This is an optimization exercise on Yosys and OpenROAD, whose aim is small area, a short achievable clock period and few clock cycles per item, not a production implementation. Only the layout flow was run in this run; the RTL was not checked for function there. No activity file was given, so power comes from the tool's default toggle rates.

## flow/flow/run.sh

```bash
#!/bin/bash
set -euo pipefail
PRE=${PRE:-8.5}
POST=${POST:-9.8}
BUF="BUFFER_PORTS_ARGS=-buffer_cell sky130_fd_sc_hd__buf_2"
bash standard.sh synth > synth.log 2>&1
bash standard.sh SETUP_SLACK_MARGIN=$PRE "$BUF" place > place.log 2>&1
bash standard.sh SETUP_SLACK_MARGIN=$POST "$BUF" finish > finish.log 2>&1
```

## flow/standard.sh

```bash
#!/bin/bash
# synth_recipe.tcl (not shown) runs the flow's synth.tcl, then flattens the netlist and writes it again
# the make line also repeats each setting of config.mk as NAME=value (left out here)
make -C /OpenROAD-flow-scripts/flow DESIGN_CONFIG=/design/flow/config.mk WORK_HOME=/design/flow/orfs CLKGATE_MAP_FILE= SYNTH_SCRIPT=/design/flow/synth_recipe.tcl "${@:-finish}"
```

## flow/config.mk

```make
export PLATFORM = sky130hd
export DESIGN_NAME = Rsa256Core
export DESIGN_NICKNAME = Rsa256Core
export VERILOG_FILES = /design/flow/design.v
export SDC_FILE = /design/flow/constraint.sdc
export NUM_CORES = 4
export LEC_CHECK = 0
export ABC_CLOCK_PERIOD_IN_PS = 3500
export CAP_MARGIN = 30
export CORE_MARGIN = 2
export CORE_UTILIZATION = 55
export CTS_CLUSTER_DIAMETER = 100
export CTS_CLUSTER_SIZE = 20
export SETUP_SLACK_MARGIN = 0.6
export SLEW_MARGIN = 20
export SYNTH_HIERARCHICAL = 1
```

## flow/constraint.sdc

```tcl
create_clock -name core_clock -period 14.0 [get_ports {i_clk}]
set_input_delay 2.8000 -clock core_clock [delete_from_list [all_inputs] [get_ports {i_clk}]]
set_output_delay 2.8000 -clock core_clock [all_outputs]
set_load 0.01 [all_outputs]
```

## flow/design.v

```verilog
module Rsa256Core (
	input          i_clk,
	input          i_rst,
	input          i_start,
	input  [255:0] i_a,  
	input  [255:0] i_d,  
	input  [255:0] i_n,
	output [255:0] o_a_pow_d,  
	output         o_finished
);
localparam int W  = 261;    
localparam int NI = 86;     
localparam int J  = 3;      
localparam int RT = W / 3;  
localparam int CL = 90;     
localparam int NS = 3;      
localparam int SW = W / NS;
localparam logic [2:0] P_PRE  = 3'd0;
localparam logic [2:0] P_FIX  = 3'd1;
localparam logic [2:0] P_ONE  = 3'd2;
localparam logic [2:0] P_ZERO = 3'd3;
localparam logic [2:0] P_SQ   = 3'd4;
localparam logic [2:0] P_MUL  = 3'd5;
localparam logic [2:0] P_FIN  = 3'd6;
localparam logic [2:0] S_IDLE  = 3'd0;
localparam logic [2:0] S_ACT   = 3'd1;  
localparam logic [2:0] S_CONV  = 3'd2;  
localparam logic [2:0] S_WAIT  = 3'd3;  
localparam logic [2:0] S_CLEAN = 3'd4;  
logic [2:1]   Nr;        
logic [15:0]  Dr;        
logic [256:0] A;         
logic [W-1:0] M;         
logic [W-1:0] S, C;      
logic [2:0] st;
logic [2:0] pk;          
logic [7:0] cnt;         
logic [7:0] cnt1;        
logic [7:0] rc;          
logic [8:0] k;           
logic [7:0] e;           
logic [7:0] cl;          
logic       found, dzero, dvalid;
logic       neg;         
logic       allq;
logic       finish;
logic       mult, one, q1f, q2f;
logic [7:0] ctl [NS];    
logic [7:0] ctl_n;
logic       mq, y10, y11, y12, y20, y21, y30;
logic       cb;          
assign o_finished = finish;
logic [W-1:0] Nw, Aw, Sg, y1, y2, y2s, y3, y3s, n1, n2, n2s, n3, n3s;
logic [W-1:0] aS, aCr, aC, bS, bCr, bC, cS, cCr, cC;
logic [W-1:0] dS, dCr, dC, eS, eCr, eC, fS, fCr, fC;
logic [NS-1:0] q1s, q2s, q3s;
logic         q1, q2, q3;
for (genvar s = 0; s < NS; s++) begin : g_slice
	RsaCtlReg u_ctl (.clk(i_clk), .d(ctl_n), .q(ctl[s]));
	RsaQ u_q (.s(S[2:0]), .c(C[2:0]), .cb(cb), .mq(mq), .y1({y12, y11, y10}), .y2({y21, y20}),
	          .y3(y30), .n(Nr), .q1f(q1f), .q2f(q2f), .q1(q1s[s]), .q2(q2s[s]), .q3(q3s[s]));
	for (genvar i = s * SW; i < (s + 1) * SW; i++) begin : g_bit
		assign Sg[i] = S[i] & !ctl[s][7];
		assign y1[i] = (ctl[s][6] & M[i]) | (ctl[s][5] & Aw[i]) | (i == 0 && one);
		assign y2[i] = (ctl[s][4] & M[i]) | (ctl[s][3] & Aw[i]);
		assign y3[i] = (ctl[s][2] & M[i]) | (ctl[s][1] & Aw[i]);
		assign n1[i] = (q1s[s] & Nw[i]) | (ctl[s][0] & !Nw[i]);
		assign n2[i] = q2s[s] & Nw[i];
		assign n3[i] = q3s[s] & Nw[i];
	end
end
assign q1 = q1s[0];
assign q2 = q2s[0];
assign q3 = q3s[0];
always_comb begin
	Nw  = {{(W-256){1'b0}}, i_n};
	Aw  = {{(W-257){1'b0}}, A};
	y2s = {y2[W-2:0], y2[W-1] | cb};
	y3s = {y3[W-3:0], y3[W-1:W-2]};
	n2s = {n2[W-2:0], n2[W-1]};
	n3s = {n3[W-3:0], n3[W-1:W-2]};
	aC  = {aCr[W-2:0], aCr[W-1]};
	bC  = {bCr[W-2:0], bCr[W-1]};
	cC  = {cCr[W-2:0], cCr[W-1]};
	dC  = {dCr[W-2:0], dCr[W-1]};
	eC  = {eCr[W-2:0], eCr[W-1]};
	fC  = {fCr[W-2:0], fCr[W-1]};
end
for (genvar i = 0; i < W; i++) begin : g_csa
	RsaFa fa_a (.a(Sg[i]), .b(C[i]),  .c(y1[i]),  .s(aS[i]), .co(aCr[i]));
	RsaFa fa_b (.a(aS[i]), .b(aC[i]), .c(y2s[i]), .s(bS[i]), .co(bCr[i]));
	RsaFa fa_c (.a(bS[i]), .b(bC[i]), .c(y3s[i]), .s(cS[i]), .co(cCr[i]));
	RsaFa fa_d (.a(cS[i]), .b(cC[i]), .c(n1[i]),  .s(dS[i]), .co(dCr[i]));
	RsaFa fa_e (.a(dS[i]), .b(dC[i]), .c(n2s[i]), .s(eS[i]), .co(eCr[i]));
	RsaFa fa_f (.a(eS[i]), .b(eC[i]), .c(n3s[i]), .s(fS[i]), .co(fCr[i]));
end
logic [3:0] low;
assign low = {1'b0, fS[2:0]} + {1'b0, fC[2:0]};
always_ff @(posedge i_clk) begin
	S  <= {fS[2:0] & {3{!mult}}, fS[W-1:3]};
	C  <= {fC[2:0] & {3{!mult}}, fC[W-1:3]};
	cb <= mult & low[3];
end
logic [W-1:0] Srot;
assign Srot = {S[W-1-3*J:0], S[W-1:W-3*J]};
logic Czero, cap;
assign Czero = ~|C;
assign cap   = (st == S_CONV) && (rc == J) && Czero;
logic [W-1:0] Sout;
assign Sout = {S[W-4-3*J:0], S[W-1:W-3-3*J]};
assign o_a_pow_d = Sout[255:0];
logic Dbit;
assign Dbit = Dr[e[7:4]];
always_ff @(posedge i_clk) begin
	for (int j = 0; j < 16; j++) Dr[j] <= i_d[16*j + e[3:0]];
	Nr <= i_n[2:1];
end
logic ldA;
assign ldA = cap && (pk == P_PRE || pk == P_FIX);
always_ff @(posedge i_clk) begin
	if (cap) M <= Srot;
	if (st == S_IDLE) A <= {1'b0, i_a};
	else if (ldA) A <= Srot[256:0];
end
logic [2:0] nxt_after_pre;
always_comb begin
	if (dzero)        nxt_after_pre = P_ONE;
	else if (e == 0)  nxt_after_pre = P_FIN;
	else              nxt_after_pre = P_SQ;
end
logic [2:0] xnext, mn, an;
logic [8:0] xb;
assign xb = {cnt1, 1'b0} + {1'b0, cnt1};    
always_comb begin
	if (st == S_ACT) xnext = M[xb +: 3];
	else if (cap)    xnext = Srot[2:0];
	else             xnext = M[2:0];
	mn = cap ? Srot[2:0] : M[2:0];
	an = ldA ? Srot[2:0] : A[2:0];
end
logic       go;      
logic [2:0] gok;     
logic       gneg;    
always_comb begin
	go = 1'b0; gok = P_PRE; gneg = neg;
	if (st == S_IDLE) begin
		go = i_start && cl == CL; gok = P_PRE; gneg = 1'b0;
	end else if (st == S_CLEAN) begin
		go = cl == CL; gok = P_PRE; gneg = 1'b0;
	end else if (st == S_WAIT) begin
		go = found; gok = nxt_after_pre;
	end else if (cap) begin
		gneg = Srot[W-1];
		go = 1'b1;
		case (pk)
		P_PRE: begin
			if (k != 9'd257)   gok = P_PRE;
			else if (Srot[W-1]) gok = P_FIX;
			else begin go = found; gok = nxt_after_pre; end
		end
		P_FIX: begin go = found; gok = nxt_after_pre; end
		P_SQ: begin
			if (Dbit)         gok = P_MUL;
			else if (e == 0)  gok = P_FIN;
			else              gok = P_SQ;
		end
		P_MUL: gok = (e == 0) ? P_FIN : P_SQ;
		P_FIN: begin go = allq; gok = P_ZERO; end
		default: go = 1'b0;  
		endcase
	end
end
logic       n_mult, n_x1M, n_x1A, n_x2M, n_x2A, n_x3M, n_x3A;
logic       n_yM;    
always_comb begin
	n_mult = 1'b0; n_x1M = 1'b0; n_x1A = 1'b0; n_x2M = 1'b0; n_x2A = 1'b0;
	n_x3M = 1'b0; n_x3A = 1'b0;
	n_yM = 1'b1;
	if (go && (gok == P_SQ || gok == P_MUL || gok == P_FIN)) begin
		n_mult = 1'b1;
		n_yM = gok != P_MUL;
		if (gok == P_FIN) n_x1M = 1'b1;
		else begin
			n_x1M = xnext[0] & n_yM;
			n_x1A = xnext[0] & !n_yM;
			n_x2M = xnext[1] & n_yM;
			n_x2A = xnext[1] & !n_yM;
			n_x3M = xnext[2] & n_yM;
			n_x3A = xnext[2] & !n_yM;
		end
	end else if (st == S_ACT && cnt != NI - 1) begin
		n_mult = 1'b1;
		n_yM = pk != P_MUL;
		if (pk != P_FIN) begin
			n_x1M = xnext[0] & n_yM;
			n_x1A = xnext[0] & !n_yM;
			n_x2M = xnext[1] & n_yM;
			n_x2A = xnext[1] & !n_yM;
			n_x3M = xnext[2] & n_yM;
			n_x3A = xnext[2] & !n_yM;
		end
	end
end
logic n_pre, n_pre_a;
always_comb begin
	n_pre   = go && gok == P_PRE;
	n_pre_a = n_pre && (st == S_IDLE || st == S_CLEAN);
	ctl_n = '0;
	if (!i_rst) begin
		ctl_n[7] = go;                                               
		ctl_n[6] = (n_mult & n_x1M) | (go && gok == P_FIX);          
		ctl_n[5] = n_x1A;                                            
		ctl_n[4] = (n_mult & n_x2M) | (n_pre & !n_pre_a);            
		ctl_n[3] = n_x2A | n_pre_a;                                  
		ctl_n[2] = n_x3M;                                            
		ctl_n[1] = n_x3A;                                            
		ctl_n[0] = n_pre & !gneg;                                    
	end
end
always_ff @(posedge i_clk) begin
	finish <= 1'b0;
	mult <= n_mult;
	one  <= go && gok == P_ONE;
	q1f  <= n_pre && gneg;
	q2f  <= go && gok == P_FIX;
	mq  <= n_mult & !go;
	y10 <= (n_x1M & mn[0]) | (n_x1A & an[0]);
	y11 <= (n_x1M & mn[1]) | (n_x1A & an[1]);
	y12 <= (n_x1M & mn[2]) | (n_x1A & an[2]);
	y20 <= (n_x2M & mn[0]) | (n_x2A & an[0]);
	y21 <= (n_x2M & mn[1]) | (n_x2A & an[1]);
	y30 <= (n_x3M & mn[0]) | (n_x3A & an[0]);
	if (cl != CL) cl <= cl + 8'd1;
	if (st != S_IDLE && !found) begin
		if (dvalid) begin
			if (Dbit) found <= 1'b1;
			else if (e == 0) begin found <= 1'b1; dzero <= 1'b1; end
			else begin e <= e - 8'd1; dvalid <= 1'b0; end
		end else dvalid <= 1'b1;
	end
	case (st)
	S_ACT: begin
		if (cnt == NI - 1) begin
			st <= S_CONV; rc <= 8'd0;
		end else begin
			cnt <= cnt + 8'd1;
			cnt1 <= cnt1 + 8'd1;
		end
		if (pk == P_FIN) allq <= allq & q1 & q2 & q3;
	end
	S_CONV: begin
		rc <= (rc == RT - 1) ? 8'd0 : rc + 8'd1;
		if (cap) begin
			neg <= Srot[W-1];
			if (pk == P_PRE) k <= k + 9'd1;
			if (!go) begin
				st <= (pk == P_PRE || pk == P_FIX) ? S_WAIT : S_IDLE;
				finish <= !(pk == P_PRE || pk == P_FIX);
			end
		end
	end
	default: ;
	endcase
	if (go) begin
		pk  <= gok;
		if (gok == P_SQ || gok == P_MUL || gok == P_FIN) begin
			st   <= S_ACT;
			cnt  <= 8'd0;
			cnt1 <= 8'd1;
			allq <= 1'b1;
			if (gok == P_SQ) e <= e - 8'd1;
		end else begin
			st <= S_CONV;
			rc <= 8'd0;
		end
	end
	if (st == S_IDLE && i_start) begin
		k <= 9'd0; e <= 8'd255; found <= 1'b0; dzero <= 1'b0; dvalid <= 1'b0; neg <= 1'b0;
		if (cl != CL) st <= S_CLEAN;
	end
	if (i_rst) begin
		st <= S_IDLE;
		finish <= 1'b0;
		cl <= 8'd0;
		mult <= 1'b0; one <= 1'b0; q1f <= 1'b0; q2f <= 1'b0;
		mq <= 1'b0; y10 <= 1'b0; y11 <= 1'b0; y12 <= 1'b0; y20 <= 1'b0; y21 <= 1'b0; y30 <= 1'b0;
	end
end
endmodule
module RsaCtlReg (
	input              clk,
	input        [7:0] d,
	output logic [7:0] q
);
always_ff @(posedge clk) q <= d;
endmodule
module RsaQ (
	input  [2:0] s, c, y1,
	input  [1:0] y2,
	input        y3, cb, mq,
	input  [2:1] n,
	input        q1f, q2f,
	output       q1, q2, q3
);
logic [2:0] t1, t2, t3;
assign t1 = (s & {3{mq}}) + (c & {3{mq}}) + {2'b0, cb} + y1 + {y2, 1'b0} + {y3, 2'b0};
assign t2 = t1 + ({n, 1'b1} & {3{t1[0]}});
assign t3 = t2 + ({n[1], 2'b10} & {3{t2[1]}});
assign q1 = t1[0] | q1f;
assign q2 = t2[1] | q2f;
assign q3 = t3[2];
endmodule
module RsaFa (
	input  a,
	input  b,
	input  c,
	output s,
	output co
);
assign s  = a ^ b ^ c;
assign co = (a & b) | (a & c) | (b & c);
endmodule
```

==> run notes <==
==> registers in the layout (all words and copies together), names as in the netlist, 2 cells and up <==
name,flops
C,261
M,261
S,261
A,257
g_slice.u_ctl.q,24
Dr,16
k,9
cl,8
cnt1,8
cnt,8
e,8
rc,8
pk,3
st,3
Nr,2
==> synth_stat cells (84+ instances only) <==
master and n:
and2_1 541, clkbuf_1 379, dfxtp_1 635, edfxtp_1 520, fa_1 1579, buf_4 280, nor2_1 103, nor2b_1 273
a22o_1 772, mux4_2 296, mux2_2 268, nand2_1 847, nor4_1 84
==> worst max-delay path by stage <==
stage	depth (start not counted)	from	to
finish	9	i_n[1]	cb
global route	9	i_n[1]	cb
CTS	9	i_n[1]	cb
detailed placement	10	C[87]	A[104]
global placement	9	C[128]	A[105]
floorplan	6	C[27]	M[0]
==> per-module statistics from Yosys, one instance, submodules excluded <==
module      times used  area, µm²  cells  flops+latches
RsaQ                 3        262     31              0
RsaCtlReg            3        160      8              8
Rsa256Core           1      60400   5436           1131
RsaFa             1566       20.0      1              0
==> cell families (layout without fill, tap and decap cells) <==
family,count (synthesis),in the layout
AND/OR/NAND/NOR,1996,1999
adder cells (fa/ha/maj),1603,1603
flip-flops,1155,1155
AO/OA/AOI/OAI,917,918
buffers and inverters,770,1549
multiplexers,612,612
XOR/XNOR,65,65
other,1,80
==> metal layers <==
metal / track usage, % / up-vias / wire [µm]
li1: - / 26300 / -
met1: 54.4 / 35700 / 130000
met2: 66.9 / 4829 / 172000
met3: 10.0 / 1284 / 38600
met4: 38.9 / 22 / 40800
met5: 0 / - / 160
==> power by group <==
group	total (µW)	switching, µW	internal [µW]
logic	3200	1780	1420
clock network	2330	1320	1010
registers	4940	858	4080
total	10500	3950	6510
==> layout make-up <==
type | instances | area share, %
Tap cell | 2204 | 2.54
Inverter | 40 | 0.140
Sequential cell | 1155 | 26.4
Multi-Input combinational cell | 5207 | 58.0
Clock inverter | 13 | 0.115
Antenna cell | 70 | 0.161
Clock buffer | 113 | 1.82
Timing Repair Buffer | 1383 | 10.8
==> what timing repair did <==
| action | 4_1_cts | 5_1_grt |
|---|---|---|
| pin swaps | 376 | 279 |
| endpoints found under the setup margin | 1274 | 700 |
| cloned | 108 | 5 |
| gates resized for setup | 1173 | 129 |
| buffers inserted | 144 | 21 |
| hold endpoints to repair | 0 | 0 |
==> through the flow <==
step	setup slack, ns	util (%)	cells
after floorplan	8.34	-	7128
after global placement	7.27	58.4	9699
after detailed placement	7.75	58.5	9707
after CTS	9.30	64.2	10100
after global routing	9.21	64.8	10200
final	9.28	64.8	10200
==> results_dict.tcl <==
set metrics [dict create \
    status "finished clean" \
    cp_common_cell "fa_1" \
    async_flop_share_pct 0 \
    rows 150 \
    relSlewSlack_pct 31.5 \
    hold_class "reg2reg" \
    cp.buffers_inverters 1 \
    max_freq_mhz 212 \
    fin_skew_ns 0.0371 \
    start_util_pct 55.5 \
    synth_xor_area_share_pct 0.660 \
    first_pass_iters 5 \
    synth_edf_count 520 \
    min_from "allq" \
    yosys.area_share.adder_pct 34.3 \
    r2r_end "cb" \
    setup_viol_count_final 0 \
    place_area_um2 98000 \
    die_area_um2 172000 \
    avgRoutedWirePerCell_um 37.5 \
    rsz0062_at_grt "yes" \
    r2r_cells 11 \
    worstPathArrival_ns 5.33 \
    syn_avg_cell_area_um2 13.1 \
    drv_slew 0 \
    crit_chain "buf_6 -> mux2_4 -> fa_1 -> fa_1 -> fa_1 -> ha_1 -> a31o_2 -> a21oi_2 -> nor2b_1" \
    r2r-start "A[0]" \
    clockBufferDepth 3 \
    htreeDepth 3 \
    routed_via_density 6.69 \
    synth_cell_types 90 \
    ys_ff_latch 1155 \
    dieHeight_um 415 \
    path_delay_family "adder cells" \
    n_fill_cell 12700 \
    hold_viol 0 \
    drt-initial-drc-count 7222 \
    grt_overflow 0 \
    synth_top_family_by_area "adder cells" \
    p_total_uw 10500 \
    p_per_area_nw_per_um2 96.3 \
    synth_cells 7119 \
    pin_count 1028 \
    syn_area_um2 93100 \
    final_layout_size_suffix_gt1_share_pct 38.9 \
    finalNetCount 10200 \
    crit_slowest_cell "fa_1" \
    yosysSeqAreaShare_pct 30.4 \
    layout_min_cycle_time_ns 4.72 \
    drv_cap 0 \
    cts.sinks 1155 \
    clkSlewWorstSetupHoldPaths_ns 0.10 \
    timing.hold.ws_ns 0.480 \
    fin_setup_tns_ns 0 \
    post-synth-top-area-cell "fa_1" \
    synth_mux_area_share_pct 11.0 \
    cp_slowest_stage_delay_ns 0.55 \
    grt_use_total_pct 44.5 \
    cp.required_ns 14.60 \
    fin_area_um2 109000 \
    critPathLaunchType "input port" \
    area_delta_synth_final_pct 16.8 \
    layout_commonest_cell "fa_1" \
    fin_crit_sh_pct 33.7 \
    grt_pass1_wl_mm 537 \
    synth_compound_area_share_pct 8.36 \
    synth_top_area_share_pct 34.0 \
    yosysWarnings 9 \
    routabilityCongestion 0.985 \
    antenna_found_initial 79 \
    seq_area_um2 28700 \
    hold_buffers 0 \
    first_global_vias 71100 \
    vias 68200 \
    worst-path-max-fanout 4 \
    synthTopCellsByArea "fa_1 (34%), edfxtp_1 (17%), dfxtp_1 (14%), a22o_1 (7.3%), mux4_2 (7.2%)" \
    cts_tree "yes" \
    wl_mm 382 \
    tightest_slew_ns 1.03 \
    cts-root-buf "clkbuf_16" \
    coreArea_um2 168000 \
    dp_hpwl_mm 249 \
    final_antenna_net_count 0 \
    vdd.ir_drop.worst_uv 99.5 \
    grt_max_degree 205 \
    synth_simple_gate_area_share_pct 10.9 \
    numCtsBuffers 69 \
    ys.flop_type "dfxtp_1" \
    clk_latency_ns 0.72 \
    multi_input_area_um2 63000 \
    drc 0 \
    leakage_uw 0.0476 \
    endpoint_kind "flop" \
    critPathKind "in2reg" \
    min_to "allq" \
    hold_path_depth 1 \
    ff2ff_setup_slack_ns 9.36 \
    fp.dieW_um 415 \
    layout_common_cells "fa_1 (1261), buf_2 (1013), nand2_1 (846), a22o_1 (772), edfxtp_1 (520)" \
    portBuffers 1027 \
]

## static timing again, ports no longer ideal
No port has a modelled driver above. Below, the same layout with a new extraction and two added sets of constraints.
Step 1: set_driving_cell puts a clkbuf_16 on i_clk and a buf_2 on each other input, an assumption about the parent block.
Step 2, shift: input delay + t, output delay - t, t = (earliest + latest rising clock arrival at the registers) / 2. This alone moves slack from input paths to output paths.
a / b / c = no drivers / after step 1 / after step 2; a / b = the first two.
shift t [ns]: 0.795
setup slack, ns: 9.277 / 9.226 / 8.430
worst register clock-pin slew, ns: 0.10 / 0.10
After both steps this run still meets setup and hold. The setup slack of this run moves by -0.051 ns with the drivers and by -0.847 ns with both steps.
